Background: an optimization exercise with open tools, aiming at small area. Do not read the settings as production practice.
Where RTL was checked, it was by simulation tests only, not by an equivalence proof against the original.
No functional check of the RTL was part of runs 2 and 6.
No run shown here takes its clock network from TritonCTS; it comes from the design's own scripts or RTL.
No driver is modelled on the clock port, so clock power and skew are understated where the tree is cut down; a real chip needs a root buffer or a tree.
Power is estimated from default activity; no workload was simulated.

==> design.v <==
`timescale 1ns/1ps
module deb #(parameter ASYNC = 0) (
    input ck, reset,
    input button,
    output reg d,
    output p0, p1           
);
    localparam [3:0] P = 4'b1010;
    reg [3:0] s;
    wire [3:0] c = s ^ P;
    wire hold = (c == 4'd0);
    wire go = hold & (button ^ d);
    wire g = (~c[3] & ~c[2] & (c[1] | c[0])) | (c[3] & c[2] & ~c[1]);
    wire [3:0] nc = {c[2:0], g | go};
    always @(posedge ck)
        s <= reset ? P : (nc ^ P);
    if (ASYNC) begin : g_async
        always @(posedge ck, posedge reset)
            if (reset) d <= 1'b0;
            else d <= d ^ go;
    end else begin : g_sync
        always @(posedge ck)
            d <= ~reset & (d ^ go);
    end
    assign p0 = d & c[0] & ~c[1] & ~c[2] & ~c[3];
    assign p1 = d & c[0] & c[1] & ~c[2];
endmodule
module lfsr #(parameter W = 4, parameter K = 0, parameter XN = 0,
              parameter [W-1:0] E = 0, parameter [W-1:0] X = 0) (
    input ck,
    input load,
    output hit
);
    localparam [W-1:0] P = {(W+1)/2{2'b10}};
    reg [W-1:0] s;
    wire [W-1:0] q = s ^ P;
    assign hit = (q == E);
    wire fb = q[W-1] ^ q[K] ^ XN[0] ^ hit;
    always @(posedge ck)
        s <= load ? (X ^ P) : ({q[W-2:0], fb} ^ P);
endmodule
module top(
    input ck, reset,
    input mode, hh, mm, switch,
    output alarm, mode0, mode1,
    output CA, CB, CC, CD, CE, CF, CG, DP,
    output [7:0] AN
    );
    wire mode_d, mode_p0, mode_p1;
    wire hh_d, hh_p0, hh_p1;
    wire mm_d, mm_p0, mm_p1;
    wire sw_d, sw_p0, sw_p1;
    deb #(0) u0(ck, reset, mode, mode_d, mode_p0, mode_p1);
    deb #(0) u1(ck, reset, hh, hh_d, hh_p0, hh_p1);
    deb #(0) u2(ck, reset, mm, mm_d, mm_p0, mm_p1);
    deb #(1) u3(ck, reset, switch, sw_d, sw_p0, sw_p1);
    reg ca;
    always @(posedge ck, posedge reset)
        if (reset) ca <= 1'b1;
        else ca <= ca ^ mode_p0;
    wire sec, min, refresh, hit;
    lfsr #(13, 9, 0, 13'h23, 13'h47) t_hs(ck, reset, sec);
    lfsr #(20, 0, 1, 20'h58b0a, 20'hb1614) t_mn(ck, reset, min);
    lfsr #(4, 2, 1, 4'hc, 4'h8) t_rf(ck, reset, refresh);
    lfsr #(13, 9, 0, 13'h23, 13'h47) t_mt(ck, mm_p1, hit);
    localparam IDLE = 3'b000, WAIT = 3'b001, A1 = 3'b100, I1 = 3'b101, A2 = 3'b110, I2 = 3'b111;
    reg [2:0] s;
    reg [2:0] s_next;
    always @(*)
        case (s)
            IDLE: s_next = mm_p0 ? WAIT : IDLE;
            WAIT: s_next = !mm_d ? IDLE : (hit && !mm_p1) ? A1 : WAIT;
            A1:   s_next = !mm_d ? A2 : hit ? I1 : A1;
            I1:   s_next = A1;
            A2:   s_next = mm_d ? IDLE : hit ? I2 : A2;
            I2:   s_next = A2;
            default: s_next = IDLE;
        endcase
    always @(posedge ck)
        s <= reset ? IDLE : s_next;
    wire inc = s[0] & (s[2] | mm_p1);
    wire up_clock60 = (inc & ca) | (min & ~s[2]);
    wire up_alarm60 = inc & ~ca;
    wire ca_prev = ca ^ mode_p1;
    wire up_alarm24 = hh_p1 & ~ca_prev;
    reg [3:0] h0, h2, a0, a2;
    reg [2:0] h1, a1;
    reg [1:0] h3, a3;
    wire c0 = up_clock60 & h0[3] & h0[0];
    wire carry = c0 & h1[2] & h1[0];
    wire up_clock24 = carry | (hh_p1 & ca_prev);
    wire ac0 = up_alarm60 & a0[3] & a0[0];
    wire hw = h3[1] & h2[1] & h2[0];            
    wire aw = a3[1] & a2[1] & a2[0];
    always @(posedge ck, posedge reset)
        if (reset) h0 <= 0;
        else h0 <= h0 ^ ({4{up_clock60}} & {h0[0] & (h0[1] & h0[2] | h0[3]), h0[0] & h0[1], h0[0] & ~h0[3], 1'b1});
    always @(posedge ck)
        if (reset) begin
            h1 <= 0; h2 <= 0; h3 <= 0;
            a0 <= 0; a1 <= 0; a2 <= 0; a3 <= 0;
        end else begin
            h1 <= h1 ^ ({3{c0}} & {h1[0] & (h1[1] | h1[2]), h1[0] & ~h1[2], 1'b1});
            h2 <= hw ? (up_clock24 ? 4'd0 : h2) : h2 ^ ({4{up_clock24}} & {h2[0] & (h2[1] & h2[2] | h2[3]), h2[0] & h2[1], h2[0] & ~h2[3], 1'b1});
            h3 <= hw ? (up_clock24 ? 2'd0 : h3) : h3 ^ ({2{up_clock24 & h2[3] & h2[0]}} & {h3[0], 1'b1});
            a0 <= a0 ^ ({4{up_alarm60}} & {a0[0] & (a0[1] & a0[2] | a0[3]), a0[0] & a0[1], a0[0] & ~a0[3], 1'b1});
            a1 <= a1 ^ ({3{ac0}} & {a1[0] & (a1[1] | a1[2]), a1[0] & ~a1[2], 1'b1});
            a2 <= aw ? (up_alarm24 ? 4'd0 : a2) : a2 ^ ({4{up_alarm24}} & {a2[0] & (a2[1] & a2[2] | a2[3]), a2[0] & a2[1], a2[0] & ~a2[3], 1'b1});
            a3 <= aw ? (up_alarm24 ? 2'd0 : a3) : a3 ^ ({2{up_alarm24 & a2[3] & a2[0]}} & {a3[0], 1'b1});
        end
    reg [1:0] sel;
    always @(posedge ck, posedge reset)
        if (reset) sel <= 0;
        else sel <= sel ^ {refresh & sel[0], refresh};
    reg [3:0] hd, ad;
    always @(*)
        case (sel)
            2'd0: begin hd = h0; ad = a0; end
            2'd1: begin hd = {1'b0, h1}; ad = {1'b0, a1}; end
            2'd2: begin hd = h2; ad = a2; end
            default: begin hd = {2'b0, h3}; ad = {2'b0, a3}; end
        endcase
    wire [3:0] dig = ca ? hd : ad;
    reg [6:0] c;
    always @(*)
        case (dig)
            4'h0: c = 7'b0000001;
            4'h1: c = 7'b1001111;
            4'h2: c = 7'b0010010;
            4'h3: c = 7'b0000110;
            4'h4: c = 7'b1001100;
            4'h5: c = 7'b0100100;
            4'h6: c = 7'b0100000;
            4'h7: c = 7'b0001111;
            4'h8: c = 7'b0000000;
            4'h9: c = 7'b0000100;
            4'hA: c = 7'b0010000;
            4'hB: c = 7'b0000110;
            4'hC: c = 7'b0000100;
            4'hD: c = 7'b0100100;
            4'hE: c = 7'b0100000;
            default: c = 7'b0001111;
        endcase
    assign {CA, CB, CC, CD, CE, CF, CG} = c;
    assign AN = {4'b1111, ~(4'b0001 << sel)};
    reg sec_tog;
    always @(posedge ck)
        sec_tog <= ~reset & (sec_tog ^ sec);
    assign DP = ~((sel == 2'd2) & (~ca | sec_tog));
    assign alarm = sw_d & ({h3, h2, h1, h0} == {a3, a2, a1, a0});
    assign mode0 = ca;
    assign mode1 = ~ca;
endmodule
==> flow/run.sh <==
#!/bin/bash
# Layout flow: the standard layout (standard.sh) with three changes:
#  1. after the standard synthesis, the combinational logic is mapped again
#     for area (flow/area.abc); the flip-flops are kept exactly as the
#     standard synthesis made them (same instances, names and cells);
#  2. the port buffers are buf_1 cells;
#  3. the clock tree is built by flow/manual_cts.tcl: four clkbuf_16 driven
#     by the clock port, each driving the flip-flops of a quarter of the die.
# Each tool's output goes to a log file of its own in this folder.
set -euo pipefail
export BUFFER_PORTS_ARGS="-buffer_cell sky130_fd_sc_hd__buf_1"
export PRE_CTS_TCL="$PWD/flow/manual_cts.tcl"
export MCTS_ROOT=none
export MCTS_LEAVES=4
export MCTS_LEAF=sky130_fd_sc_hd__clkbuf_16
R="orfs/results/${FLOW_PLATFORM}/top/base"
LIB="${FLOW_HOME}/platforms/${FLOW_PLATFORM}/lib/sky130_fd_sc_hd__tt_025C_1v80.lib"
YOSYS="$(command -v yosys || echo "${FLOW_HOME}/../tools/install/yosys/bin/yosys")"

bash standard.sh synth > standard_synth.log 2>&1

cp "$R/1_2_yosys.v" "$R/1_2_yosys_standard.v"
DU="-dont_use sky130_fd_sc_hd__probe_p_8 -dont_use sky130_fd_sc_hd__probec_p_8 -dont_use sky130_fd_sc_hd__lpflow_*"
"$YOSYS" -p "read_liberty -ignore_miss_func $LIB; blackbox sky130_fd_sc_hd__df*; \
  read_verilog $R/1_2_yosys_standard.v; hierarchy -top $FLOW_TOP; flatten; opt_clean; \
  abc -liberty $LIB $DU -script flow/area.abc; opt_clean -purge; splitnets; opt_clean -purge; \
  hilomap -singleton -hicell sky130_fd_sc_hd__conb_1 HI -locell sky130_fd_sc_hd__conb_1 LO; \
  insbuf -buf sky130_fd_sc_hd__buf_4 A X; \
  read_liberty -lib -overwrite -ignore_miss_func $LIB; hierarchy -top $FLOW_TOP; \
  check -assert -mapped; tee -o resynth_stat.txt stat -liberty $LIB; \
  write_verilog -noattr -nohex -nodec $R/1_2_yosys.v" > resynth.log 2>&1

bash standard.sh finish > standard_finish.log 2>&1
==> flow/area.abc <==
strash
dc2
dch -f
amap
strash
dc2
dch -f
amap
topo
==> flow/manual_cts.tcl <==
# Replaces clock_tree_synthesis: the clock port drives one root clock buffer
# (MCTS_ROOT, or none) which drives MCTS_LEAVES leaf clock buffers (MCTS_LEAF), each driving the flip-flops nearest to it
# (or, with NB = 0, the root drives every flip-flop).
proc clock_tree_synthesis {args} {
  set block [ord::get_db_block]
  set db [ord::get_db]
  set clk [$block findNet ck]
  set rootm ""
  if {$::env(MCTS_ROOT) ne "none"} { set rootm [$db findMaster $::env(MCTS_ROOT)] }
  set sinks [$clk getITerms]
  set xs 0; set ys 0; set n 0
  foreach it $sinks {
    set loc [[$it getInst] getLocation]
    set xs [expr {$xs + [lindex $loc 0]}]; set ys [expr {$ys + [lindex $loc 1]}]; incr n
  }
  set cx [expr {int($xs / $n)}]; set cy [expr {int($ys / $n)}]
  if {$rootm eq "NULL" || $rootm eq ""} {
    set rnet $clk
  } else {
    set root [odb::dbInst_create $block $rootm clkbuf_root]
    set rnet [odb::dbNet_create $block clknet_root]
    $rnet setSigType CLOCK
    [$root findITerm A] connect $clk
    [$root findITerm X] connect $rnet
    $root setLocation $cx $cy
    $root setPlacementStatus PLACED
  }
  set nb $::env(MCTS_LEAVES)
  if {$nb == 0} {
    foreach it $sinks { $it disconnect; $it connect $rnet }
    return
  }
  # split sinks into a grid of nb groups: columns by x, then rows by y
  set lst {}
  foreach it $sinks { set loc [[$it getInst] getLocation]; lappend lst [list [lindex $loc 0] [lindex $loc 1] $it] }
  set lst [lsort -integer -index 0 $lst]
  set ncol [expr {int(ceil(sqrt($nb)))}]
  set nrow [expr {int(ceil(double($nb) / $ncol))}]
  set groups {}
  set percol [expr {int(ceil(double([llength $lst]) / $ncol))}]
  for {set c 0} {$c < $ncol} {incr c} {
    set col [lsort -integer -index 1 [lrange $lst [expr {$c*$percol}] [expr {($c+1)*$percol - 1}]]]
    set per [expr {int(ceil(double([llength $col]) / $nrow))}]
    for {set r 0} {$r < $nrow} {incr r} {
      lappend groups [lrange $col [expr {$r*$per}] [expr {($r+1)*$per - 1}]]
    }
  }
  set nb [llength $groups]
  set leafm [$db findMaster $::env(MCTS_LEAF)]
  for {set g 0} {$g < $nb} {incr g} {
    set grp [lindex $groups $g]
    if {[llength $grp] == 0} continue
    set xs 0; set ys 0
    foreach e $grp { set xs [expr {$xs + [lindex $e 0]}]; set ys [expr {$ys + [lindex $e 1]}] }
    set lx [expr {int($xs / [llength $grp])}]; set ly [expr {int($ys / [llength $grp])}]
    set b [odb::dbInst_create $block $leafm clkbuf_leaf_$g]
    set nn [odb::dbNet_create $block clknet_leaf_$g]
    $nn setSigType CLOCK
    [$b findITerm A] connect $rnet
    [$b findITerm X] connect $nn
    $b setLocation $lx $ly
    $b setPlacementStatus PLACED
    foreach e $grp { set it [lindex $e 2]; $it disconnect; $it connect $nn }
  }
}
==> standard.sh <==
#!/bin/bash
# synth_recipe.tcl (not shown) runs the flow's synth.tcl, then flattens the netlist and writes it again
# the make line also repeats each setting of config.mk as NAME=value (left out here)
make -C /OpenROAD-flow-scripts/flow DESIGN_CONFIG=/design/flow/config.mk WORK_HOME=/design/flow/orfs CLKGATE_MAP_FILE= SYNTH_SCRIPT=/design/flow/synth_recipe.tcl "${@:-finish}"
==> config.mk <==
export PLATFORM = sky130hd
export DESIGN_NAME = top
export DESIGN_NICKNAME = top
export VERILOG_FILES = /design/flow/design.v
export SDC_FILE = /design/flow/constraint.sdc
export NUM_CORES = 4
export LEC_CHECK = 0
export CAP_MARGIN = 20
export CORE_MARGIN = 2
export CORE_UTILIZATION = 40
export SLEW_MARGIN = 20
==> constraint.sdc <==
create_clock -name core_clock -period 10.0 [get_ports {ck}]
set_input_delay 2.0000 -clock core_clock [delete_from_list [all_inputs] [get_ports {ck}]]
set_output_delay 2.0000 -clock core_clock [all_outputs]
set_load 0.01 [all_outputs]
==> results of run 1 <==
==> flip-flops by register name, summed over array words and instances (netlist names), 2 cells and up, named ones only <==
register	count
a0	4
a1	3
a2	4
a3	2
h0	4
h1	3
h2	4
h3	2
s	3
sel	2
t_hs.s	13
t_mn.s	20
t_mt.s	13
t_rf.s	4
u0.s	4
u1.s	4
u2.s	4
u3.s	4
==> cells in the final DEF (no fill, tap or decap), drive strengths merged <==
cell type / n
o41ai: 1
a211oi: 12
a41oi: 1
o32ai: 2
dfstp: 1
clkbuf: 5
a222oi: 2
o221ai: 3
nand2b: 3
nand4: 5
nor3: 24
dfxtp: 95
clkinv: 61
buf: 21
o21ai: 20
or3: 2
conb: 4
nand3: 5
a21o: 1
nor2: 85
a31oi: 5
nand2: 55
nor4: 7
a21oi: 22
a2111oi: 4
nor2b: 2
or2: 4
o22ai: 17
a221oi: 1
a22oi: 2
o21a: 3
dfrtp: 7
o211ai: 1
nand4b: 4
or4: 5
==> worst reg2reg max path: stages (launching register included) <==
cell and delay [ns]:
sky130_fd_sc_hd__dfxtp_1 0.32, sky130_fd_sc_hd__or4_1 0.51, sky130_fd_sc_hd__nor4_1 0.53, sky130_fd_sc_hd__nand2_1 0.10
sky130_fd_sc_hd__o21ai_0 0.18, sky130_fd_sc_hd__nand3_1 0.19, sky130_fd_sc_hd__nor2_1 0.22, sky130_fd_sc_hd__clkinv_1 0.14
sky130_fd_sc_hd__o22ai_1 0.38, sky130_fd_sc_hd__nand2_1 0.17, sky130_fd_sc_hd__nor2_1 0.16, sky130_fd_sc_hd__nand2_1 0.09
sky130_fd_sc_hd__a221oi_1 0.28
==> per-stage QoR <==
stage	hold slack, ns	util	cells
final	0.389	0.451	621
after detailed placement	0.369	0.440	617
after CTS	0.369	0.451	621
after global routing	0.398	0.451	621
after floorplan	0.361	-	470
after global placement	0.368	0.440	617
==> final timing paths <==
| path | start | to | slack, ns | depth (start not counted) |
|---|---|---|---|---|
| worst min register to register | t_hs.s[1]$_SDFF_PP0_ | t_hs.s[2]$_SDFF_PP1_ | 0.39 | 1 |
| max in group asynchronous | reset | ca$_DFF_PP1_ | 6.82 | 3 |
| worst max register to register | t_mn.s[2]$_SDFF_PP1_ | h3[1]$_SDFFE_PP0P_ | 6.64 | 12 |
| worst min-delay path | t_hs.s[1]$_SDFF_PP0_ | t_hs.s[2]$_SDFF_PP1_ | 0.39 | 1 |
| worst max-delay path | sel[1]$_DFF_PP0_ | CD | 5.33 | 8 |
| min in group asynchronous | reset | h0[3]$_DFF_PP0_ | 2.92 | 3 |
==> routing by layer <==
metal	wire length (um)	GRT usage	vias to the layer above
met5	0	0	-
li1	-	-	1656
met1	3910	0.221	1433
met4	97	0.0215	0
met2	3560	0.254	55
met3	323	0.0157	6
==> layout make-up <==
type                       count  area share
inverter                      61      0.0545
tap                          129      0.0384
sequential                   103       0.500
multi-input combinational    302       0.361
buffer                         4      0.0238
timing repair buffer          22      0.0217
==> power by group <==
part	leakage, nW	total [W]	switching (W)	internal (W)
clock	0.0493	0.000174	0.000100	0.0000736
sequential	0.886	0.000499	0.0000361	0.000462
combinational	0.589	0.000189	0.000123	0.0000661
==> reports/qor.log, run 1 <==
INFO  worst_setup_path startpoint_type=flip-flop
INFO  placement      placement.cell_area=4100um^2
INFO  placement      place.port_buffers=20
INFO  route          drc=0
INFO  die            pin_count=25
INFO  timing         fin_crit=4.67ns
INFO  placement      place.detailed.hpwl=5730um
INFO  logic_synthesis postSynthAreaPerCell=8.28um^2
INFO  route          route.detailed.wl_per_inst=12.7um
INFO  die            die_height=102um
INFO  worst_setup_path path_class=reg -> out
INFO  timing         max_clock_freq=0.214GHz
INFO  power_and_ir_drop power_density=205nW/um^2
INFO  job            maxCapViolations=0
INFO  timing         setup-violations-final=0
INFO  route          detail_route.first_pass.iterations=4
INFO  worst_setup_path cell_type_group_with_the_largest_total_delay_on_the_critical_path=compound AO/OA/AOI/OAI gates
INFO  logic_synthesis synth.yosys.warnings=6
INFO  worst_setup_path cp.required=8.00ns
INFO  grt            track_usage=0.153
INFO  die            initial_core_util=0.415
INFO  clocking       ctsResizeCount=0
INFO  route          antenna_left=0
INFO  clocking       holdBufCountCts=0
INFO  route          detailedRoute.firstIterationViolations=241
INFO  min_path       timing.hold.worst.class=reg -> reg
INFO  cells_and_area post_route_cells_drive_above_1_share=0.0163
INFO  grt            grt_max_degree=41
INFO  grt            grt_antenna_before_repair=0
INFO  worst_setup_path worst_setup_path_end_kind=output pin
INFO  cells_and_area area.growth.synth_to_final=8.64%
INFO  route          via_count=3150
INFO  worst_setup_path cp_data_arrival_time=2.67ns
INFO  timing         worst_pin_slew=0.869ns
INFO  cells_and_area fin_nets=500
INFO  placement      place_worst_setup_slack=5.47ns
INFO  worst_setup_path timing.critical_path.slowest_stage_cell=sky130_fd_sc_hd__a2111oi_0
INFO  worst_setup_path crit_fanout=6
INFO  cells_and_area ant_diodes=0
INFO  grt            grt_pass1_wl=13400um
INFO  timing         final_max_slew_viol_count=0
INFO  route          avgViaCountPerCell=5.07
INFO  logic_synthesis synth_area=3870um^2
INFO  cells_and_area count_of_filler_cells_inserted_in_the_layout=925
INFO  worst_setup_path cell_chain_critical_path=clkinv_1 > nor2_1 > a222oi_1 > a21oi_1 > clkinv_1 > a2111oi_0 > a21o_1 > buf_1
INFO  timing         layout_setup_ws=5.33ns
INFO  clocking       clkLatencyLatePin=0.16ns
INFO  die            die_area=10500um^2
INFO  worst_setup_path crit_buf_inv=3
INFO  power_and_ir_drop cell_leakage_power=1.52nW
INFO  power_and_ir_drop peakVddDrop=108uV
INFO  route          drt_wl_total=7890um
INFO  timing         timing.max_slew.rel_slack=0.420
INFO  die            core_area=9330um^2
INFO  clocking       clk_pin_slew_worst_paths=0.09ns
INFO  timing         timing.final.crit_share=0.467
INFO  timing         setup_tns=0ns
INFO  grt            gr-total-overflow=0
INFO  timing         fin_worst_skew=0.00815ns
INFO  cells_and_area multiInputGateArea=1520um^2
INFO  power_and_ir_drop p_total=0.000861W
INFO  cells_and_area finish.instance_area=4200um^2
INFO  placement      routabilityCongestion=0.828
INFO  die            die_x=102um
INFO  cells_and_area ff_latch_area=2100um^2
INFO  worst_setup_path slowest_delay=0.61ns
INFO  die            fp-row-count=35
INFO  clocking       postCtsSetupRepairBufs=0
INFO  logic_synthesis syn-instance-count=467
INFO  timing         timing.final.hold_violations=0
INFO  run_status     outcome=no timing/DRC/antenna violations
INFO  worst_setup_path cp_common_cell=sky130_fd_sc_hd__clkinv_1
INFO  grt            via_count_of_the_first_global_routing_pass=2862
INFO  timing         grt_setup_unrepaired=false
==> run 2, diff against run 1 <==
--- a/design.v
+++ b/design.v
@@ -64,5 +64,5 @@
     lfsr #(4, 2, 1, 4'hc, 4'h8) t_rf(ck, reset, refresh);
     lfsr #(13, 9, 0, 13'h23, 13'h47) t_mt(ck, mm_p1, hit);
-    localparam IDLE = 3'b000, WAIT = 3'b001, A1 = 3'b100, I1 = 3'b101, A2 = 3'b110, I2 = 3'b111;
+    localparam IDLE = 3'b000, WAIT = 3'b001, A1 = 3'b011, I1 = 3'b111, A2 = 3'b010, I2 = 3'b110;
     reg [2:0] s;
     reg [2:0] s_next;
@@ -79,6 +79,7 @@
     always @(posedge ck)
         s <= reset ? IDLE : s_next;
-    wire inc = s[0] & (s[2] | mm_p1);
-    wire up_clock60 = (inc & ca) | (min & ~s[2]);
+    wire autom = (s == A1) | (s == I1) | (s == A2) | (s == I2);
+    wire inc = (s == I1) | (s == I2) | ((s == WAIT) & mm_p1);
+    wire up_clock60 = (inc & ca) | (min & ~autom);
     wire up_alarm60 = inc & ~ca;
     wire ca_prev = ca ^ mode_p1;
--- a/config.mk
+++ b/config.mk
@@ -8,4 +8,4 @@
 export CAP_MARGIN = 20
 export CORE_MARGIN = 2
-export CORE_UTILIZATION = 40
+export CORE_UTILIZATION = 65
 export SLEW_MARGIN = 20
==> reports/qor.log, run 2 <==
INFO  worst_setup_path cp_data_arrival_time=2.87ns [+0.20 ns]
INFO  cells_and_area regMostFlops=t_mn.s
INFO  timing         fin_worst_skew=0.0148ns [+0.00665 ns]
INFO  route          via_count=3251 [+3.2%]
INFO  power_and_ir_drop cell_leakage_power=1.54nW [+1.1%]
INFO  worst_setup_path startpoint_type=flip-flop
INFO  route          route.detailed.wl_per_inst=13.5um [+6.6%]
INFO  placement      place.detailed.hpwl=5580um [-2.7%]
INFO  timing         grt_setup_unrepaired=false
INFO  grt            gr-usage-met3=0.0156 [-0.000176]
INFO  cells_and_area fin_nets=496 [-0.80%]
INFO  worst_setup_path crit_fanout=6 [unchanged]
INFO  grt            via_count_of_the_first_global_routing_pass=2815 [-1.6%]
INFO  route          drt_wl_total=7620um [-3.4%]
INFO  worst_setup_path worstReg2RegStart=u2.d$_DFF_P_
INFO  die            core_area=5820um^2 [-38%]
INFO  cells_and_area area.growth.synth_to_final=6.91%
INFO  cells_and_area finish.utilization=0.709 [+0.259]
INFO  grt            grt_max_degree=49 [+20%]
INFO  clocking       ctsResizeCount=0 [unchanged]
INFO  cells_and_area largest_registers=t_mn.s (20), t_hs.s (13), t_mt.s (13)
INFO  die            fp-row-count=28 [-20%]
INFO  min_path       min_from=t_mt.s[8]$_SDFF_PP0_
INFO  clocking       clk_pin_slew_worst_paths=0.10ns [about the same]
INFO  logic_synthesis syn-instance-count=463 [-0.86%]
INFO  cells_and_area layout.cells.most_common=sky130_fd_sc_hd__dfxtp_1
INFO  timing         timing.final.crit_share=0.487 [+0.0200]
INFO  power_and_ir_drop peakVddDrop=198uV [+84%]
INFO  worst_setup_path crit_path_start=sel[1]$_DFF_PP0_
INFO  cells_and_area count_of_filler_cells_inserted_in_the_layout=490 [-47%]
INFO  grt            grt_antenna_before_repair=0 [unchanged]
INFO  worst_setup_path cp.required=8.00ns [about the same]
INFO  placement      place.port_buffers=20 [unchanged]
INFO  die            initial_core_util=0.664 [+0.249]
INFO  logic_synthesis synth_area=3860um^2 [-0.26%]
INFO  grt            globalRoute.busiestLayer=met2
INFO  route          drc=0 [unchanged]
INFO  clocking       clkLatencyLatePin=0.16ns [about the same]
INFO  route          detailedRoute.firstIterationViolations=209 [-13%]
INFO  timing         setup-violations-final=0 [unchanged]
INFO  die            die_area=6570um^2 [-37%]
INFO  clocking       holdBufCountCts=0 [unchanged]
INFO  timing         worst_pin_slew=0.870ns [+0.000917 ns]
INFO  timing         max_clock_freq=0.205GHz [-4.1%]
INFO  cells_and_area ant_diodes=0 [unchanged]
INFO  die            pin_count=25 [unchanged]
INFO  route          avgViaCountPerCell=5.77 [+14%]
INFO  cells_and_area most-common-layout-cells=95 x sky130_fd_sc_hd__dfxtp_1, 89 x sky130_fd_sc_hd__nor2_1, 60 x sky130_fd_sc_hd__nand2_1, 56 x sky130_fd_sc_hd__clkinv_1, 22 x sky130_fd_sc_hd__nor3_1
INFO  job            maxCapViolations=0 [unchanged]
INFO  timing         timing.max_slew.rel_slack=0.414 [-0.00596]
INFO  timing         fin_hold_ws=0.389ns [+0.000466 ns]
INFO  run_status     outcome=no timing/DRC/antenna violations
INFO  timing         fin_crit=4.87ns [+0.200 ns]
INFO  cells_and_area final_cell_count_no_fill=563 [-9.3%]
INFO  cells_and_area post_route_cells_drive_above_1_share=0.0164 [+0.000133]
INFO  timing         final_max_slew_viol_count=0 [unchanged]
INFO  grt            grt_pass1_wl=12500um [-6.8%]
INFO  route          antenna_left=0 [unchanged]
INFO  die            die_x=81.1um [-21%]
INFO  placement      place_inst=559 [-9.4%]
INFO  grt            track_usage=0.232 [+0.0789]
INFO  placement      routabilityCongestion=0.995 [+20%]
INFO  route          detail_route.first_pass.iterations=5 [+1]
INFO  logic_synthesis synth.yosys.warnings=6 [unchanged]
INFO  min_path       timing.hold.worst.class=reg -> reg
INFO  worst_setup_path path_class=reg -> out
INFO  grt            gr-total-overflow=0 [unchanged]
INFO  die            die_height=81.1um [-21%]
INFO  timing         timing.final.hold_violations=0 [unchanged]
INFO  logic_synthesis postSynthAreaPerCell=8.33um^2 [+0.60%]
INFO  timing         setup_tns=0ns [unchanged]
INFO  grt            globalRouteMet1Util=0.326 [+0.105]
INFO  power_and_ir_drop power_density=206nW/um^2 [+0.49%]
INFO  grt            met2_usage=0.399 [+0.145]
INFO  clocking       postCtsSetupRepairBufs=0 [unchanged]
INFO  worst_setup_path worst_setup_path_end_kind=output pin
INFO  cells_and_area largest_register_ffs=20 [unchanged]
run 2: path summary, 6_finish.rpt:
path / endpoint / slack (ns) / cells past startpoint
min: t_mt.s[9]$_SDFF_PP1_ / 0.39 / 1
min reg2reg: t_mt.s[9]$_SDFF_PP1_ / 0.39 / 1
max reg2reg: h3[1]$_SDFFE_PP0P_ / 5.69 / 16
max: CD / 5.13 / 10
min in group asynchronous: h0[2]$_DFF_PP0_ / 2.09 / 3
max in group asynchronous: ca$_DFF_PP1_ / 7.25 / 4
run 2: area by class of cell:
type | count | area [um^2] | share of cell area
inverters | 56 | 210 | 0.0510
flip-flops and latches | 103 | 2100 | 0.510
multi-input cells | 303 | 1530 | 0.370
repair buffers | 22 | 91.3 | 0.0221
plain buffers | 4 | 100 | 0.0243
well taps | 75 | 93.8 | 0.0227
run 2: per-stage QoR:
stage | setup slack, ns | total power, W | instance area, um^2
2_1_floorplan | 5.49 | 0.000626 | 3870
3_3_place_gp | 5.64 | 0.000680 | 4030
3_5_place_dp | 5.39 | 0.000687 | 4030
4_1_cts | 5.38 | 0.000823 | 4130
5_1_grt | 4.83 | 0.000897 | 4130
6_report | 5.13 | 0.000849 | 4130
run 2: power by group:
group	internal, W	switching [W]
sequential	0.000463	0.0000370
clock	0.0000734	0.0000967
combinational	0.0000637	0.000116
run 2: worst max-delay path, cell delays in order (launching register included):
cell and delay, ns:
sky130_fd_sc_hd__dfrtp_1 0.45, sky130_fd_sc_hd__clkinv_1 0.13, sky130_fd_sc_hd__nor2_1 0.36, sky130_fd_sc_hd__clkinv_1 0.20, sky130_fd_sc_hd__o22ai_1 0.15, sky130_fd_sc_hd__nor4_1 0.08
sky130_fd_sc_hd__a31oi_1 0.27, sky130_fd_sc_hd__clkinv_1 0.17, sky130_fd_sc_hd__a2111oi_0 0.61, sky130_fd_sc_hd__a21o_1 0.14, sky130_fd_sc_hd__buf_1 0.14
run 2: per-layer routing:
layer,part of all wire,up-vias
met2,0.46,88
met4,0.015,0
met3,0.047,15
li1,-,1642
met5,0,-
met1,0.48,1506
==> run 3, diff against run 2 <==
--- a/design.v
+++ b/design.v
@@ -60,8 +60,8 @@
         else ca <= ca ^ mode_p0;
     wire sec, min, refresh, hit;
-    lfsr #(13, 9, 0, 13'h23, 13'h47) t_hs(ck, reset, sec);
-    lfsr #(20, 0, 1, 20'h58b0a, 20'hb1614) t_mn(ck, reset, min);
+    lfsr #(13, 8, 1, 13'h1d7, 13'h3af) t_hs(ck, reset, sec);
+    lfsr #(20, 0, 0, 20'ha74f5, 20'h4e9eb) t_mn(ck, reset, min);
     lfsr #(4, 2, 1, 4'hc, 4'h8) t_rf(ck, reset, refresh);
-    lfsr #(13, 9, 0, 13'h23, 13'h47) t_mt(ck, mm_p1, hit);
+    lfsr #(13, 8, 1, 13'h1d7, 13'h3af) t_mt(ck, mm_p1, hit);
     localparam IDLE = 3'b000, WAIT = 3'b001, A1 = 3'b011, I1 = 3'b111, A2 = 3'b010, I2 = 3'b110;
     reg [2:0] s;
@@ -103,10 +103,10 @@
         end else begin
             h1 <= h1 ^ ({3{c0}} & {h1[0] & (h1[1] | h1[2]), h1[0] & ~h1[2], 1'b1});
-            h2 <= hw ? (up_clock24 ? 4'd0 : h2) : h2 ^ ({4{up_clock24}} & {h2[0] & (h2[1] & h2[2] | h2[3]), h2[0] & h2[1], h2[0] & ~h2[3], 1'b1});
-            h3 <= hw ? (up_clock24 ? 2'd0 : h3) : h3 ^ ({2{up_clock24 & h2[3] & h2[0]}} & {h3[0], 1'b1});
+            h2 <= h2 ^ ({4{up_clock24}} & {h2[0] & (h2[1] & h2[2] | h2[3]), h2[0] & h2[1] & ~h3[1], h2[0] & ~h2[3], 1'b1});
+            h3 <= h3 ^ ({2{up_clock24}} & {h2[3] & h2[0] & h3[0] | hw, h2[3] & h2[0]});
             a0 <= a0 ^ ({4{up_alarm60}} & {a0[0] & (a0[1] & a0[2] | a0[3]), a0[0] & a0[1], a0[0] & ~a0[3], 1'b1});
             a1 <= a1 ^ ({3{ac0}} & {a1[0] & (a1[1] | a1[2]), a1[0] & ~a1[2], 1'b1});
-            a2 <= aw ? (up_alarm24 ? 4'd0 : a2) : a2 ^ ({4{up_alarm24}} & {a2[0] & (a2[1] & a2[2] | a2[3]), a2[0] & a2[1], a2[0] & ~a2[3], 1'b1});
-            a3 <= aw ? (up_alarm24 ? 2'd0 : a3) : a3 ^ ({2{up_alarm24 & a2[3] & a2[0]}} & {a3[0], 1'b1});
+            a2 <= a2 ^ ({4{up_alarm24}} & {a2[0] & (a2[1] & a2[2] | a2[3]), a2[0] & a2[1] & ~a3[1], a2[0] & ~a2[3], 1'b1});
+            a3 <= a3 ^ ({2{up_alarm24}} & {a2[3] & a2[0] & a3[0] | aw, a2[3] & a2[0]});
         end
     reg [1:0] sel;
--- a/flow/run.sh
+++ b/flow/run.sh
@@ -4,5 +4,6 @@
 #     for area (flow/area.abc); the flip-flops are kept exactly as the
 #     standard synthesis made them (same instances, names and cells);
-#  2. the port buffers are buf_1 cells;
+#  2. the port buffers are buf_1 cells, and one tie cell drives all the
+#     constant outputs;
 #  3. the clock tree is built by flow/manual_cts.tcl: four clkbuf_16 driven
 #     by the clock port, each driving the flip-flops of a quarter of the die.
@@ -10,4 +11,5 @@
 set -euo pipefail
 export BUFFER_PORTS_ARGS="-buffer_cell sky130_fd_sc_hd__buf_1"
+export SKIP_REPAIR_TIE_FANOUT=1
 export PRE_CTS_TCL="$PWD/flow/manual_cts.tcl"
 export MCTS_ROOT=none
--- a/config.mk
+++ b/config.mk
@@ -8,4 +8,4 @@
 export CAP_MARGIN = 20
 export CORE_MARGIN = 2
-export CORE_UTILIZATION = 65
+export CORE_UTILIZATION = 70
 export SLEW_MARGIN = 20
==> reports/qor.log, run 3 <==
INFO  power_and_ir_drop intPower=0.000600W [about the same]
INFO  timing         setup_tns=0ns [unchanged]
INFO  die            pin_count=25 [unchanged]
INFO  min_path       timing.hold.worst.class=reg -> reg
INFO  die            die_area=6070um^2 [-7.7%]
INFO  cells_and_area regMostFlops=t_mn.s
INFO  placement      routabilityCongestion=1.04 [+4.7%]
INFO  grt            track_usage=0.268 [+0.0365]
INFO  power_and_ir_drop power.combinational.fraction=0.216 [+0.005]
INFO  cells_and_area multiInputGateArea=1480um^2 [-3.0%]
INFO  cells_and_area layout.cells.most_common=sky130_fd_sc_hd__nor2_1
INFO  placement      place.detailed.hpwl=5830um [+4.4%]
INFO  clocking       clkLatencyLatePin=0.16ns [about the same]
INFO  worst_setup_path crit_path_start=sel[1]$_DFF_PP0_
INFO  placement      placement.cell_area=3970um^2 [-1.4%]
INFO  power_and_ir_drop switch_pwr=0.000255W [+2.2%]
INFO  clocking       postCtsSetupRepairBufs=0 [unchanged]
INFO  clocking       ctsResizeCount=0 [unchanged]
INFO  timing         worst_pin_slew=0.534ns [-0.336 ns]
INFO  worst_setup_path worst_setup_path_end_kind=output pin
INFO  worst_setup_path worstReg2RegStart=t_mn.s[16]$_SDFF_PP0_
INFO  power_and_ir_drop share_seq_of_total_power=0.586 [-0.002]
INFO  cells_and_area largest_registers=t_mn.s (20), t_hs.s (13), t_mt.s (13)
INFO  min_path       min_from=t_mn.s[16]$_SDFF_PP0_
INFO  grt            grt_pass1_wl=13600um [+8.8%]
INFO  grt            gr-total-overflow=0 [unchanged]
INFO  placement      place_inst=550 [-1.6%]
INFO  logic_synthesis synth.yosys.warnings=6 [unchanged]
INFO  job            maxCapViolations=0 [unchanged]
INFO  timing         fin_crit=4.64ns [-0.229 ns]
INFO  power_and_ir_drop power_frac_clock=0.198 [-0.002]
INFO  cells_and_area final_cell_count_no_fill=554 [-1.6%]
INFO  clocking       holdBufCountCts=0 [unchanged]
INFO  timing         setup-violations-final=0 [unchanged]
INFO  timing         grt_setup_unrepaired=false
INFO  cells_and_area ant_diodes=0 [unchanged]
INFO  timing         fin_hold_ws=0.390ns [+0.000905 ns]
INFO  route          detailedRoute.firstIterationViolations=238 [+14%]
INFO  power_and_ir_drop power_switching_share=0.298 [+0.00440]
INFO  placement      place.port_buffers=20 [unchanged]
INFO  route          antenna_left=0 [unchanged]
INFO  placement      place_worst_setup_slack=5.69ns [+0.298 ns]
INFO  logic_synthesis syn-instance-count=462 [-0.22%]
INFO  cells_and_area fin_nets=492 [-0.81%]
INFO  cells_and_area ff_latch_area=2100um^2 [unchanged]
INFO  die            die_height=77.9um [-3.9%]
INFO  route          avgViaCountPerCell=5.87 [+1.7%]
INFO  power_and_ir_drop cell_leakage_power=1.49nW [-3.2%]
INFO  route          drc=0 [unchanged]
INFO  cells_and_area area.growth.synth_to_final=6.52%
INFO  route          via_count=3252 [+0.031%]
INFO  timing         timing.final.crit_share=0.464 [-0.0229]
INFO  route          route.detailed.wl_per_inst=14.2um [+4.9%]
INFO  route          detail_route.first_pass.iterations=5 [unchanged]
INFO  route          drt_wl_total=7870um [+3.3%]
INFO  timing         timing.final.hold_violations=0 [unchanged]
INFO  timing         final_max_slew_viol_count=0 [unchanged]
INFO  grt            grt_antenna_before_repair=0 [unchanged]
INFO  cells_and_area largest_register_ffs=20 [unchanged]
INFO  power_and_ir_drop power_density=210nW/um^2 [+2.1%]
INFO  grt            via_count_of_the_first_global_routing_pass=3138 [+11%]
INFO  worst_setup_path startpoint_type=flip-flop
INFO  cells_and_area count_of_filler_cells_inserted_in_the_layout=361 [-26%]
INFO  clocking       clk_pin_slew_worst_paths=0.10ns [about the same]
INFO  grt            grt_max_degree=54 [+10%]
INFO  die            core_area=5170um^2 [-11%]
INFO  timing         layout_setup_ws=5.36ns [+0.229 ns]
INFO  power_and_ir_drop peakVddDrop=209uV [+5.4%]
INFO  logic_synthesis postSynthAreaPerCell=8.27um^2 [-0.76%]
INFO  die            initial_core_util=0.739 [+0.0752]
INFO  worst_setup_path cp_data_arrival_time=2.64ns [-0.23 ns]
INFO  timing         fin_worst_skew=0.0125ns [-0.00225 ns]
INFO  worst_setup_path path_class=reg -> out
INFO  die            die_x=77.9um [-3.9%]
INFO  worst_setup_path cp.required=8.00ns [about the same]
INFO  run_status     outcome=no timing/DRC/antenna violations
INFO  timing         max_clock_freq=0.215GHz [+4.9%]
INFO  die            fp-row-count=26 [-7.1%]
INFO  cells_and_area most-common-layout-cells=100 x sky130_fd_sc_hd__nor2_1, 95 x sky130_fd_sc_hd__dfxtp_1, 55 x sky130_fd_sc_hd__clkinv_1, 53 x sky130_fd_sc_hd__nand2_1, 24 x sky130_fd_sc_hd__a21oi_1
INFO  timing         timing.max_slew.rel_slack=0.643 [+0.228]
INFO  logic_synthesis synth_area=3820um^2 [-0.97%]
INFO  worst_setup_path crit_fanout=6 [unchanged]
INFO  cells_and_area finish.instance_area=4070um^2 [-1.3%]
INFO  cells_and_area post_route_cells_drive_above_1_share=0.0165 [+0.000135]
-- run 3: cell count changes in the layout (fill, tap and decap cells not counted), moves of 3 or more --
cell / delta
sky130_fd_sc_hd__nor2_1: +11
sky130_fd_sc_hd__a31oi_1: -7
sky130_fd_sc_hd__nand2_1: -7
sky130_fd_sc_hd__a21oi_1: +6
sky130_fd_sc_hd__a22oi_1: +5
sky130_fd_sc_hd__a211oi_1: +4
sky130_fd_sc_hd__a221oi_1: -3
sky130_fd_sc_hd__conb_1: -3
-- run 3: path summary, 6_finish.rpt --
kind | cells after the start | slack [ns] | endpoint
max | 11 | 5.36 | CD
min | 1 | 0.39 | t_mn.s[17]$_SDFF_PP1_
max reg2reg | 14 | 6.79 | h2[2]$_SDFF_PP0_
min reg2reg | 1 | 0.39 | t_mn.s[17]$_SDFF_PP1_
max in group asynchronous | 4 | 7.22 | ca$_DFF_PP1_
min in group asynchronous | 3 | 2.11 | h0[2]$_DFF_PP0_
-- run 3: per-layer routing --
| metal | track usage | vias to the layer above | part of all wire |
|---|---|---|---|
| met3 | 0.0302 | 26 | 0.060 |
| met2 | 0.488 | 121 | 0.48 |
| met5 | 0 | - | 0 |
| met1 | 0.343 | 1475 | 0.44 |
| li1 | - | 1630 | - |
| met4 | 0.0589 | 0 | 0.024 |
-- run 3: worst max-delay path: stages, from the launching register on --
cell and delay, ns:
sky130_fd_sc_hd__dfrtp_1 0.44, sky130_fd_sc_hd__clkinv_1 0.13, sky130_fd_sc_hd__nor2_1 0.22, sky130_fd_sc_hd__clkinv_1 0.23, sky130_fd_sc_hd__o22ai_1 0.20, sky130_fd_sc_hd__a2111oi_0 0.09
sky130_fd_sc_hd__a31oi_1 0.36, sky130_fd_sc_hd__a22oi_1 0.15, sky130_fd_sc_hd__nor3_1 0.31, sky130_fd_sc_hd__nor2_1 0.09, sky130_fd_sc_hd__nor2_1 0.10, sky130_fd_sc_hd__buf_1 0.16
-- run 3: per-stage QoR --
step / total power [W] / utilization
floorplan: 0.000630 / -
global placement: 0.000680 / 0.768
detailed placement: 0.000691 / 0.768
CTS: 0.000827 / 0.787
global route: 0.000899 / 0.787
finish: 0.000855 / 0.787
-- run 3: cell type report --
type                    count  area share
repair buffers             22      0.0224
plain buffers               4      0.0246
multi-input cells         300       0.364
flip-flops and latches    103       0.517
well taps                  70      0.0215
inverters                  55      0.0507
-- run 3: power by group through the flow --
stage                     Sequential, W  Combinational (W)  Clock [W]
final                          0.000501           0.000185   0.000169
after global routing           0.000509           0.000207   0.000183
after CTS                      0.000510           0.000183   0.000135
after detailed placement       0.000509           0.000182          0
after global placement         0.000507           0.000173          0
after floorplan                0.000501           0.000130          0
==> run 4, diff against run 3 <==
--- a/config.mk
+++ b/config.mk
@@ -8,4 +8,4 @@
 export CAP_MARGIN = 20
 export CORE_MARGIN = 2
-export CORE_UTILIZATION = 70
+export CORE_UTILIZATION = 40
 export SLEW_MARGIN = 20
==> reports/qor.log, run 4 <==
INFO  timing         grt_setup_unrepaired=false
INFO  placement      routabilityCongestion=0.944 [-9.3%]
INFO  placement      place_inst=609 [+11%]
INFO  placement      place.port_buffers=20 [unchanged]
INFO  grt            track_usage=0.157 [-0.111]
INFO  worst_setup_path critical_path.reg2reg.endpoint=h2[2]$_SDFF_PP0_
INFO  die            die_x=102um [+31%]
INFO  worst_setup_path worstRegToRegCells=14 [unchanged]
INFO  power_and_ir_drop peakVddDrop=99.7uV [-52%]
INFO  worst_setup_path crit_path_start=sel[1]$_DFF_PP0_
INFO  die            die_area=10400um^2 [+71%]
INFO  die            die_height=102um [+31%]
INFO  route          detailedRoute.firstIterationViolations=126 [-47%]
INFO  cells_and_area final_cell_count_no_fill=613 [+11%]
INFO  worst_setup_path worst_setup_path_end_kind=output pin
INFO  worst_setup_path worstReg2RegStart=t_mn.s[16]$_SDFF_PP0_
INFO  route          avgViaCountPerCell=5.14 [-12%]
INFO  worst_setup_path cp_data_arrival_time=2.61ns [-0.03 ns]
INFO  power_and_ir_drop cell_leakage_power=1.49nW [unchanged]
INFO  power_and_ir_drop power_density=207nW/um^2 [-1.5%]
INFO  grt            gr-total-overflow=0 [unchanged]
INFO  route          drt_wl_total=8050um [+2.2%]
INFO  die            fp-row-count=35 [+35%]
INFO  cells_and_area most-common-layout-cells=100 x sky130_fd_sc_hd__nor2_1, 95 x sky130_fd_sc_hd__dfxtp_1, 55 x sky130_fd_sc_hd__clkinv_1, 53 x sky130_fd_sc_hd__nand2_1, 24 x sky130_fd_sc_hd__a21oi_1
INFO  timing         timing.final.hold_violations=0 [unchanged]
INFO  cells_and_area layout.cells.most_common=sky130_fd_sc_hd__nor2_1
INFO  worst_setup_path ff2ff_setup_slack=6.63ns [-0.16 ns]
INFO  placement      place.detailed.hpwl=5940um [+2.0%]
INFO  cells_and_area largest_register_ffs=20 [unchanged]
INFO  timing         setup-violations-final=0 [unchanged]
INFO  worst_setup_path startpoint_type=flip-flop
INFO  logic_synthesis synth.yosys.warnings=6 [unchanged]
INFO  die            core_area=9240um^2 [+79%]
INFO  route          detail_route.first_pass.iterations=4 [-1]
INFO  min_path       timing.hold.worst.class=reg -> reg
INFO  timing         worst_pin_slew=0.561ns [+0.0265 ns]
INFO  route          drc=0 [unchanged]
INFO  run_status     outcome=no timing/DRC/antenna violations
INFO  cells_and_area ant_diodes=0 [unchanged]
INFO  timing         max_clock_freq=0.217GHz [+0.67%]
INFO  grt            grt_pass1_wl=13500um [-0.86%]
INFO  cells_and_area largest_registers=t_mn.s (20), t_hs.s (13), t_mt.s (13)
INFO  logic_synthesis synth_area=3820um^2 [unchanged]
INFO  cells_and_area regMostFlops=t_mn.s
INFO  timing         final_max_slew_viol_count=0 [unchanged]
INFO  cells_and_area area.growth.synth_to_final=8.45%
INFO  timing         timing.final.crit_share=0.461 [-0.00309]
INFO  cells_and_area fin_nets=492 [unchanged]
INFO  route          route.detailed.wl_per_inst=13.1um [-7.6%]
INFO  grt            grt_antenna_before_repair=0 [unchanged]
INFO  logic_synthesis syn-instance-count=462 [unchanged]
INFO  grt            via_count_of_the_first_global_routing_pass=2857 [-9.0%]
INFO  clocking       clk_pin_slew_worst_paths=0.10ns [about the same]
INFO  cells_and_area post_route_cells_drive_above_1_share=0.0165 [unchanged]
INFO  timing         fin_worst_skew=0.00760ns [-0.00495 ns]
INFO  worst_setup_path crit_fanout=6 [unchanged]
INFO  clocking       ctsResizeCount=0 [unchanged]
INFO  timing         setup_tns=0ns [unchanged]
INFO  die            pin_count=25 [unchanged]
INFO  clocking       postCtsSetupRepairBufs=0 [unchanged]
INFO  logic_synthesis postSynthAreaPerCell=8.27um^2 [unchanged]
INFO  route          via_count=3153 [-3.0%]
INFO  worst_setup_path path_class=reg -> out
INFO  route          antenna_left=0 [unchanged]
INFO  clocking       holdBufCountCts=0 [unchanged]
INFO  worst_setup_path critical_path_endpoint=CF
INFO  die            initial_core_util=0.414 [-0.325]
INFO  grt            grt_max_degree=54 [unchanged]
INFO  clocking       clkLatencyLatePin=0.16ns [about the same]
INFO  worst_setup_path cp.required=8.00ns [about the same]
INFO  timing         timing.max_slew.rel_slack=0.625 [-0.0177]
INFO  timing         fin_crit=4.61ns [-0.0309 ns]
INFO  job            maxCapViolations=0 [unchanged]
[run 4: area by class of cell]
cell class                 count  area (um^2)
timing repair buffer          22         91.3
tap                          129          161
fill                         924         5100
multi-input combinational    300         1480
buffer                         4          100
sequential                   103         2100
inverter                      55          206
[run 4: stage by stage]
stage | worst slack [ns] | utilization | instance area (um^2) | total power, W | hold WS [ns]
global route | 5.11 | 0.448 | 4140 | 0.000911 | 0.404
detailed placement | 5.69 | 0.438 | 4040 | 0.000690 | 0.369
global placement | 5.85 | 0.438 | 4040 | 0.000684 | 0.368
finish | 5.39 | 0.448 | 4140 | 0.000858 | 0.386
floorplan | 5.82 | - | 3820 | 0.000630 | 0.361
CTS | 5.69 | 0.448 | 4140 | 0.000826 | 0.369
[run 4: critical path, stage by stage (launching register included)]
cell	delay [ns]
sky130_fd_sc_hd__dfrtp_1	0.44
sky130_fd_sc_hd__clkinv_1	0.13
sky130_fd_sc_hd__nor2_1	0.24
sky130_fd_sc_hd__clkinv_1	0.22
sky130_fd_sc_hd__o22ai_1	0.22
sky130_fd_sc_hd__a2111oi_0	0.09
sky130_fd_sc_hd__a31oi_1	0.35
sky130_fd_sc_hd__clkinv_1	0.19
sky130_fd_sc_hd__nor2_1	0.23
sky130_fd_sc_hd__nor2_1	0.09
sky130_fd_sc_hd__nor2_1	0.11
sky130_fd_sc_hd__buf_1	0.16
[run 4: routing by layer]
layer | part of all wire | track usage | routed length (um)
met1 | 0.49 | 0.219 | 3920
met2 | 0.44 | 0.263 | 3530
met3 | 0.044 | 0.0138 | 353
met4 | 0.030 | 0.0426 | 238
met5 | 0 | 0 | 0
[run 4: worst min path at each step]
stage,slack [ns],endpoint,startpoint,depth (start not counted)
floorplan,0.36,t_hs.s[8]$_SDFF_PP1_,t_hs.s[7]$_SDFF_PP0_,1
global placement,0.37,t_rf.s[1]$_SDFF_PP1_,t_rf.s[0]$_SDFF_PP0_,1
detailed placement,0.37,t_rf.s[1]$_SDFF_PP1_,t_rf.s[0]$_SDFF_PP0_,1
CTS,0.37,t_rf.s[1]$_SDFF_PP1_,t_rf.s[0]$_SDFF_PP0_,1
global route,0.40,t_rf.s[1]$_SDFF_PP1_,t_rf.s[0]$_SDFF_PP0_,1
finish,0.39,t_rf.s[1]$_SDFF_PP1_,t_rf.s[0]$_SDFF_PP0_,1
[run 4: power breakdown]
| group | total, W | switching [W] | internal [W] | leakage [nW] |
|---|---|---|---|---|
| registers | 0.000501 | 0.0000374 | 0.000463 | 0.886 |
| clock network | 0.000173 | 0.0000999 | 0.0000736 | 0.0493 |
| logic | 0.000184 | 0.000120 | 0.0000636 | 0.556 |
==> run 5, diff against run 4 <==
--- a/flow/run.sh
+++ b/flow/run.sh
@@ -13,7 +13,7 @@
 export SKIP_REPAIR_TIE_FANOUT=1
 export PRE_CTS_TCL="$PWD/flow/manual_cts.tcl"
-export MCTS_ROOT=none
-export MCTS_LEAVES=4
-export MCTS_LEAF=sky130_fd_sc_hd__clkbuf_16
+export MCTS_ROOT=sky130_fd_sc_hd__clkbuf_2
+export MCTS_LEAVES=6
+export MCTS_LEAF=sky130_fd_sc_hd__clkbuf_8
 R="orfs/results/${FLOW_PLATFORM}/top/base"
 LIB="${FLOW_HOME}/platforms/${FLOW_PLATFORM}/lib/sky130_fd_sc_hd__tt_025C_1v80.lib"
==> reports/qor.log, run 5 <==
INFO  logic_synthesis synth_area=3820um^2 [unchanged]
INFO  worst_setup_path cp_data_arrival_time=2.94ns [+0.33 ns]
INFO  timing         timing.final.hold_violations=0 [unchanged]
INFO  power_and_ir_drop share_seq_of_total_power=0.586 [+0.002]
INFO  cells_and_area post_route_cells_drive_above_1_share=0.0226 [+0.00606]
INFO  timing         max_clock_freq=0.202GHz [-6.6%]
INFO  logic_synthesis synth.yosys.warnings=6 [unchanged]
INFO  timing         final_max_slew_viol_count=0 [unchanged]
INFO  timing         setup_tns=0ns [unchanged]
INFO  cells_and_area area.growth.synth_to_final=8.12%
INFO  worst_setup_path cell_type_group_with_the_largest_total_delay_on_the_critical_path=buffers and inverters
INFO  route          detailedRoute.firstIterationViolations=133 [+5.6%]
INFO  cells_and_area layout.cells.most_common=sky130_fd_sc_hd__nor2_1
INFO  worst_setup_path startpoint_type=flip-flop
INFO  power_and_ir_drop power_frac_clock=0.199 [-0.003]
INFO  worst_setup_path path_class=reg -> out
INFO  job            maxCapViolations=0 [unchanged]
INFO  die            initial_core_util=0.414 [unchanged]
INFO  grt            grt_pass1_wl=13600um [+0.41%]
INFO  die            core_area=9240um^2 [unchanged]
INFO  power_and_ir_drop peakVddDrop=99.8uV [+0.11%]
INFO  timing         worst_pin_slew=0.562ns [+0.000911 ns]
INFO  timing         timing.max_slew.rel_slack=0.624 [about the same]
INFO  worst_setup_path timing.critical_path.slowest_stage_cell=sky130_fd_sc_hd__dfrtp_1
INFO  clocking       clkLatencyLatePin=0.49ns [+0.33 ns]
INFO  logic_synthesis postSynthAreaPerCell=8.27um^2 [unchanged]
INFO  worst_setup_path crit_buf_inv=4 [unchanged]
INFO  placement      place.port_buffers=20 [unchanged]
INFO  clocking       postCtsSetupRepairBufs=0 [unchanged]
INFO  cells_and_area fin_nets=495 [+0.61%]
INFO  route          antenna_left=0 [unchanged]
INFO  timing         fin_crit=4.94ns [+0.326 ns]
INFO  cells_and_area most-common-layout-cells=100 x sky130_fd_sc_hd__nor2_1, 95 x sky130_fd_sc_hd__dfxtp_1, 55 x sky130_fd_sc_hd__clkinv_1, 53 x sky130_fd_sc_hd__nand2_1, 24 x sky130_fd_sc_hd__a21oi_1
INFO  power_and_ir_drop switch_pwr=0.000271W [+5.2%]
INFO  route          avgViaCountPerCell=5.06 [-1.5%]
INFO  timing         grt_setup_unrepaired=false
INFO  power_and_ir_drop cell_leakage_power=1.49nW [-0.13%]
INFO  power_and_ir_drop intPower=0.000583W [-2.9%]
INFO  timing         fin_hold_ws=0.392ns [+0.00668 ns]
INFO  power_and_ir_drop power_density=207nW/um^2 [-0.19%]
INFO  route          route.detailed.wl_per_inst=13.1um [-0.40%]
INFO  cells_and_area largest_registers=t_mn.s (20), t_hs.s (13), t_mt.s (13)
INFO  power_and_ir_drop power.combinational.fraction=0.215 [about the same]
INFO  grt            track_usage=0.158 [+0.000555]
INFO  cells_and_area count_of_filler_cells_inserted_in_the_layout=935 [+1.2%]
INFO  placement      place.detailed.hpwl=5940um [unchanged]
INFO  logic_synthesis syn-instance-count=462 [unchanged]
INFO  timing         timing.final.crit_share=0.494 [+0.0326]
INFO  route          via_count=3120 [-1.0%]
INFO  die            pin_count=25 [unchanged]
INFO  grt            gr-total-overflow=0 [unchanged]
INFO  cells_and_area largest_register_ffs=20 [unchanged]
INFO  worst_setup_path crit_fanout=6 [unchanged]
INFO  placement      routabilityCongestion=0.944 [unchanged]
INFO  clocking       clk_pin_slew_worst_paths=0.11ns [about the same]
INFO  timing         setup-violations-final=0 [unchanged]
INFO  cells_and_area ant_diodes=0 [unchanged]
INFO  grt            via_count_of_the_first_global_routing_pass=2878 [+0.74%]
INFO  worst_setup_path slowest_delay=0.44ns [about the same]
INFO  route          drc=0 [unchanged]
INFO  die            fp-row-count=35 [unchanged]
INFO  clocking       holdBufCountCts=0 [unchanged]
INFO  worst_setup_path cell_chain_critical_path=clkinv_1 > nor2_1 > clkinv_1 > o22ai_1 > a2111oi_0 > a31oi_1 > clkinv_1 > nor2_1 > nor2_1 > nor2_1 > buf_1
INFO  clocking       ctsResizeCount=0 [unchanged]
INFO  run_status     outcome=no timing/DRC/antenna violations
INFO  worst_setup_path cp_common_cell=sky130_fd_sc_hd__nor2_1
INFO  grt            grt_antenna_before_repair=0 [unchanged]
INFO  die            die_height=102um [unchanged]
INFO  route          detail_route.first_pass.iterations=4 [unchanged]
INFO  worst_setup_path worst_setup_path_end_kind=output pin
INFO  grt            grt_max_degree=54 [unchanged]
INFO  power_and_ir_drop power_switching_share=0.317 [+0.0172]
INFO  route          drt_wl_total=8050um [about the same]
INFO  die            die_x=102um [unchanged]
INFO  min_path       timing.hold.worst.class=reg -> reg
INFO  timing         fin_worst_skew=0.0121ns [+0.00448 ns]
INFO  worst_setup_path cp.required=8.00ns [about the same]
INFO  die            die_area=10400um^2 [unchanged]
INFO  cells_and_area regMostFlops=t_mn.s
==> run 5: worst paths after layout <==
path                                       start  slack, ns  depth (start not counted)                         end
min reg2reg                 t_rf.s[0]$_SDFF_PP0_       0.39                          1        t_rf.s[1]$_SDFF_PP1_
max                             sel[1]$_DFF_PP0_       5.06                         11                          CF
max reg2reg                t_mn.s[16]$_SDFF_PP0_       6.68                         14            h2[2]$_SDFF_PP0_
min                         t_rf.s[0]$_SDFF_PP0_       0.39                          1        t_rf.s[1]$_SDFF_PP1_
max in group asynchronous                  reset       7.53                          4                ca$_DFF_PP1_
min in group asynchronous                  reset       2.21                          4  asynchronous set/reset pin
==> run 5: layer usage <==
layer | wire length (um) | up-vias | global-route usage | share of wire
met2 | 3510 | 77 | 0.265 | 0.44
met5 | 0 | - | 0 | 0
met4 | 257 | 0 | 0.0374 | 0.032
li1 | - | 1631 | - | -
met1 | 3870 | 1389 | 0.216 | 0.48
met3 | 412 | 23 | 0.0207 | 0.051
==> run 5: cell type report <==
class | instances | area (um^2) | share of cell area
well taps | 129 | 161 | 0.0391
multi-input cells | 300 | 1480 | 0.359
plain buffers | 7 | 87.6 | 0.0212
repair buffers | 22 | 91.3 | 0.0221
inverters | 55 | 206 | 0.0500
flip-flops and latches | 103 | 2100 | 0.509
==> run 5: power by group through the flow <==
stage | registers, W | logic, W | clock network, W
2_1_floorplan | 0.000501 | 0.000130 | 0
3_3_place_gp | 0.000508 | 0.000176 | 0
3_5_place_dp | 0.000509 | 0.000182 | 0
4_1_cts | 0.000510 | 0.000182 | 0.000128
5_1_grt | 0.000508 | 0.000210 | 0.000193
6_report | 0.000500 | 0.000183 | 0.000170
==> run 5: metrics by stage <==
| step | setup slack (ns) | cells | util | power [W] | instance area (um^2) |
|---|---|---|---|---|---|
| 3_5_place_dp | 5.69 | 609 | 0.438 | 0.000690 | 4040 |
| 6_report | 5.06 | 616 | 0.447 | 0.000854 | 4130 |
| 4_1_cts | 5.69 | 616 | 0.447 | 0.000820 | 4130 |
| 3_3_place_gp | 5.85 | 609 | 0.438 | 0.000684 | 4040 |
| 2_1_floorplan | 5.82 | 462 | - | 0.000630 | 3820 |
| 5_1_grt | 4.72 | 616 | 0.447 | 0.000912 | 4130 |
==> run 6, diff against run 5 <==
--- a/design.v
+++ b/design.v
@@ -4,5 +4,7 @@
     input button,
     output reg d,
-    output p0, p1           
+    output p0, p1,          
+    output p01,             
+    output n0               
 );
     localparam [3:0] P = 4'b1010;
@@ -23,6 +25,9 @@
             d <= ~reset & (d ^ go);
     end
-    assign p0 = d & c[0] & ~c[1] & ~c[2] & ~c[3];
+    wire first = c[0] & ~c[1] & ~c[2] & ~c[3];    
+    assign p0 = d & first;
+    assign n0 = ~d & first;
     assign p1 = d & c[0] & c[1] & ~c[2];
+    assign p01 = d & c[0] & ~c[2] & ~c[3];           
 endmodule
 module lfsr #(parameter W = 4, parameter K = 0, parameter XN = 0,
@@ -49,10 +54,10 @@
     wire mode_d, mode_p0, mode_p1;
     wire hh_d, hh_p0, hh_p1;
-    wire mm_d, mm_p0, mm_p1;
+    wire mm_d, mm_p0, mm_p1, mm_p01, mm_n0;
     wire sw_d, sw_p0, sw_p1;
-    deb #(0) u0(ck, reset, mode, mode_d, mode_p0, mode_p1);
-    deb #(0) u1(ck, reset, hh, hh_d, hh_p0, hh_p1);
-    deb #(0) u2(ck, reset, mm, mm_d, mm_p0, mm_p1);
-    deb #(1) u3(ck, reset, switch, sw_d, sw_p0, sw_p1);
+    deb #(0) u0(.ck(ck), .reset(reset), .button(mode), .d(mode_d), .p0(mode_p0), .p1(mode_p1));
+    deb #(0) u1(.ck(ck), .reset(reset), .button(hh), .d(hh_d), .p0(hh_p0), .p1(hh_p1));
+    deb #(0) u2(.ck(ck), .reset(reset), .button(mm), .d(mm_d), .p0(mm_p0), .p1(mm_p1), .p01(mm_p01), .n0(mm_n0));
+    deb #(1) u3(.ck(ck), .reset(reset), .button(switch), .d(sw_d), .p0(sw_p0), .p1(sw_p1));
     reg ca;
     always @(posedge ck, posedge reset)
@@ -63,22 +68,19 @@
     lfsr #(20, 0, 0, 20'ha74f5, 20'h4e9eb) t_mn(ck, reset, min);
     lfsr #(4, 2, 1, 4'hc, 4'h8) t_rf(ck, reset, refresh);
-    lfsr #(13, 8, 1, 13'h1d7, 13'h3af) t_mt(ck, mm_p1, hit);
-    localparam IDLE = 3'b000, WAIT = 3'b001, A1 = 3'b011, I1 = 3'b111, A2 = 3'b010, I2 = 3'b110;
-    reg [2:0] s;
-    reg [2:0] s_next;
+    lfsr #(13, 8, 1, 13'h1d7, 13'h3af) t_mt(ck, mm_p01, hit);
+    localparam IDLE = 2'b00, WAIT = 2'b01, AUTO = 2'b10, INC = 2'b11;
+    reg [1:0] s;
+    reg [1:0] s_next;
     always @(*)
         case (s)
             IDLE: s_next = mm_p0 ? WAIT : IDLE;
-            WAIT: s_next = !mm_d ? IDLE : (hit && !mm_p1) ? A1 : WAIT;
-            A1:   s_next = !mm_d ? A2 : hit ? I1 : A1;
-            I1:   s_next = A1;
-            A2:   s_next = mm_d ? IDLE : hit ? I2 : A2;
-            I2:   s_next = A2;
-            default: s_next = IDLE;
+            WAIT: s_next = !mm_d ? IDLE : hit ? AUTO : WAIT;
+            AUTO: s_next = mm_p01 ? IDLE : (hit && !mm_n0) ? INC : AUTO;
+            default: s_next = AUTO;
         endcase
     always @(posedge ck)
         s <= reset ? IDLE : s_next;
-    wire autom = (s == A1) | (s == I1) | (s == A2) | (s == I2);
-    wire inc = (s == I1) | (s == I2) | ((s == WAIT) & mm_p1);
+    wire autom = s[1];
+    wire inc = (s == INC) | ((s == WAIT) & mm_p1);
     wire up_clock60 = (inc & ca) | (min & ~autom);
     wire up_alarm60 = inc & ~ca;
==> reports/qor.log, run 6 <==
INFO  run_status     outcome=no timing/DRC/antenna violations
INFO  grt            globalRoute.busiestLayer=met2
INFO  grt            grt_pass1_wl=12700um [-6.1%]
INFO  timing         setup-violations-final=0 [unchanged]
INFO  cells_and_area largest_registers=t_mn.s (20), t_hs.s (13), t_mt.s (13)
INFO  cells_and_area finish.utilization=0.443 [-0.00372]
INFO  placement      routabilityCongestion=0.895 [-5.2%]
INFO  power_and_ir_drop power_density=207nW/um^2 [+0.24%]
INFO  power_and_ir_drop cell_leakage_power=1.51nW [+1.3%]
INFO  clocking       clk_pin_slew_worst_paths=0.10ns [about the same]
INFO  route          antenna_left=0 [unchanged]
INFO  timing         fin_crit=4.92ns [-0.0234 ns]
INFO  min_path       hold_depth=1 [unchanged]
INFO  cells_and_area most-common-layout-cells=105 x sky130_fd_sc_hd__nor2_1, 94 x sky130_fd_sc_hd__dfxtp_1, 53 x sky130_fd_sc_hd__clkinv_1, 45 x sky130_fd_sc_hd__nand2_1, 25 x sky130_fd_sc_hd__nor3_1
INFO  route          route.detailed.wl_per_inst=13.0um [-0.56%]
INFO  die            die_area=10300um^2 [-0.78%]
INFO  die            core_area=9200um^2 [-0.47%]
INFO  grt            grt_max_degree=57 [+5.6%]
INFO  clocking       ctsResizeCount=0 [unchanged]
INFO  die            pin_count=25 [unchanged]
INFO  cells_and_area count_of_filler_cells_inserted_in_the_layout=910 [-2.7%]
INFO  die            fp-row-count=35 [unchanged]
INFO  cells_and_area final_cell_count_no_fill=589 [-4.4%]
INFO  die            initial_core_util=0.412 [-0.00143]
INFO  logic_synthesis synth_area=3790um^2 [-0.82%]
INFO  cells_and_area regMostFlops=t_mn.s
INFO  worst_setup_path worstRegToRegCells=15 [+1]
INFO  timing         timing.final.crit_share=0.492 [-0.00234]
INFO  worst_setup_path crit_fanout=5 [-1]
INFO  timing         final_max_slew_viol_count=0 [unchanged]
INFO  power_and_ir_drop peakVddDrop=122uV [+23%]
INFO  die            die_x=101um [-0.39%]
INFO  cells_and_area largest_register_ffs=20 [unchanged]
INFO  worst_setup_path cp_data_arrival_time=2.92ns [-0.02 ns]
INFO  clocking       holdBufCountCts=0 [unchanged]
INFO  worst_setup_path path_class=reg -> out
INFO  die            die_height=101um [-0.39%]
INFO  logic_synthesis postSynthAreaPerCell=8.37um^2 [+1.2%]
INFO  grt            met2_usage=0.260 [-0.00436]
INFO  route          drt_wl_total=7660um [-4.9%]
INFO  cells_and_area post_route_cells_drive_above_1_share=0.0230 [+0.000425]
INFO  grt            gr-usage-met3=0.0186 [-0.00207]
INFO  cells_and_area fin_nets=486 [-1.8%]
INFO  timing         timing.max_slew.rel_slack=0.313 [-0.311]
INFO  job            maxCapViolations=0 [unchanged]
INFO  route          detail_route.first_pass.iterations=4 [unchanged]
INFO  timing         timing.final.hold_violations=0 [unchanged]
INFO  clocking       clkLatencyLatePin=0.51ns [+0.02 ns]
INFO  worst_setup_path startpoint_type=flip-flop
==> run 6: worst paths after layout <==
check	from	end	slack, ns
max in group asynchronous	reset	ca$_DFF_PP1_	7.59
worst min register to register	t_mn.s[16]$_SDFF_PP0_	t_mn.s[17]$_SDFF_PP1_	0.39
min in group asynchronous	reset	asynchronous set/reset pin	2.13
worst max register to register	t_mn.s[17]$_SDFF_PP1_	h3[1]$_SDFF_PP0_	6.79
worst max-delay path	sel[1]$_DFF_PP0_	CD	5.08
worst min-delay path	t_mn.s[16]$_SDFF_PP0_	t_mn.s[17]$_SDFF_PP1_	0.39
==> run 6: critical path, stage by stage, from the launching register on <==
cell and delay (ns):
sky130_fd_sc_hd__dfrtp_1 0.39, sky130_fd_sc_hd__clkinv_1 0.12, sky130_fd_sc_hd__nor2_1 0.27, sky130_fd_sc_hd__clkinv_1 0.19, sky130_fd_sc_hd__o22ai_1 0.19, sky130_fd_sc_hd__a221oi_1 0.07
sky130_fd_sc_hd__a32oi_1 0.37, sky130_fd_sc_hd__nor2_1 0.11, sky130_fd_sc_hd__nor4_1 0.38, sky130_fd_sc_hd__o21bai_1 0.16, sky130_fd_sc_hd__buf_1 0.16
==> run 6: per-layer routing <==
metal | vias to the layer above | share of wire
li1 | 1611 | -
met4 | 0 | 0.0089
met1 | 1407 | 0.48
met2 | 52 | 0.47
met3 | 6 | 0.037
met5 | - | 0
==> run 6: area by class of cell <==
class                           instances  area (um^2)  share of cell area
Timing Repair Buffer                   22         91.3              0.0224
Sequential cell                       102         2080               0.511
Tap cell                              111          139              0.0341
Inverter                               53          199              0.0488
Multi-Input combinational cell        294         1480               0.362
Buffer                                  7         87.6              0.0215
==> run 6: per-stage QoR <==
step                cell area, um^2  worst slack [ns]
detailed placement             3990              5.65
global route                   4080              4.74
finish                         4080              5.08
global placement               3990              5.82
CTS                            4080              5.65
floorplan                      3790              5.77
==> run 6: report_power, final <==
group          total [W]  internal (W)  leakage [nW]  switching (W)
logic           0.000181     0.0000650         0.584       0.000116
clock network   0.000170     0.0000558        0.0473       0.000114
registers       0.000494      0.000458         0.878      0.0000356

[static timing again, ports no longer ideal]
The results above use ideal ports. As a check the final layouts listed here were re-extracted and re-timed, cells and wires unchanged.
Step 1, drivers: a clkbuf_16 drives ck and a buf_2 each remaining input, both assumed.
Step 2 times the ports against the registers' clock, not the clock port: input delays grow and output delays shrink by t, the midpoint of the rising clock arrivals with the driver on.
Three values: no drivers, after step 1, after step 2; two values: the first two.
| run | t, ns | slack for setup (ns) |
|---|---|---|
| run 1 | 0.233 | 5.327 / 5.249 / 5.482 |
| run 2 | 0.230 | 5.127 / 5.053 / 5.283 |
| run 3 | 0.228 | 5.356 / 5.283 / 5.511 |
| run 4 | 0.235 | 5.387 / 5.308 / 5.544 |
| run 5 | 0.512 | 5.061 / 5.036 / 5.548 |
| run 6 | 0.528 | 5.084 / 5.058 / 5.586 |
After both steps setup and hold are still met in every run listed.
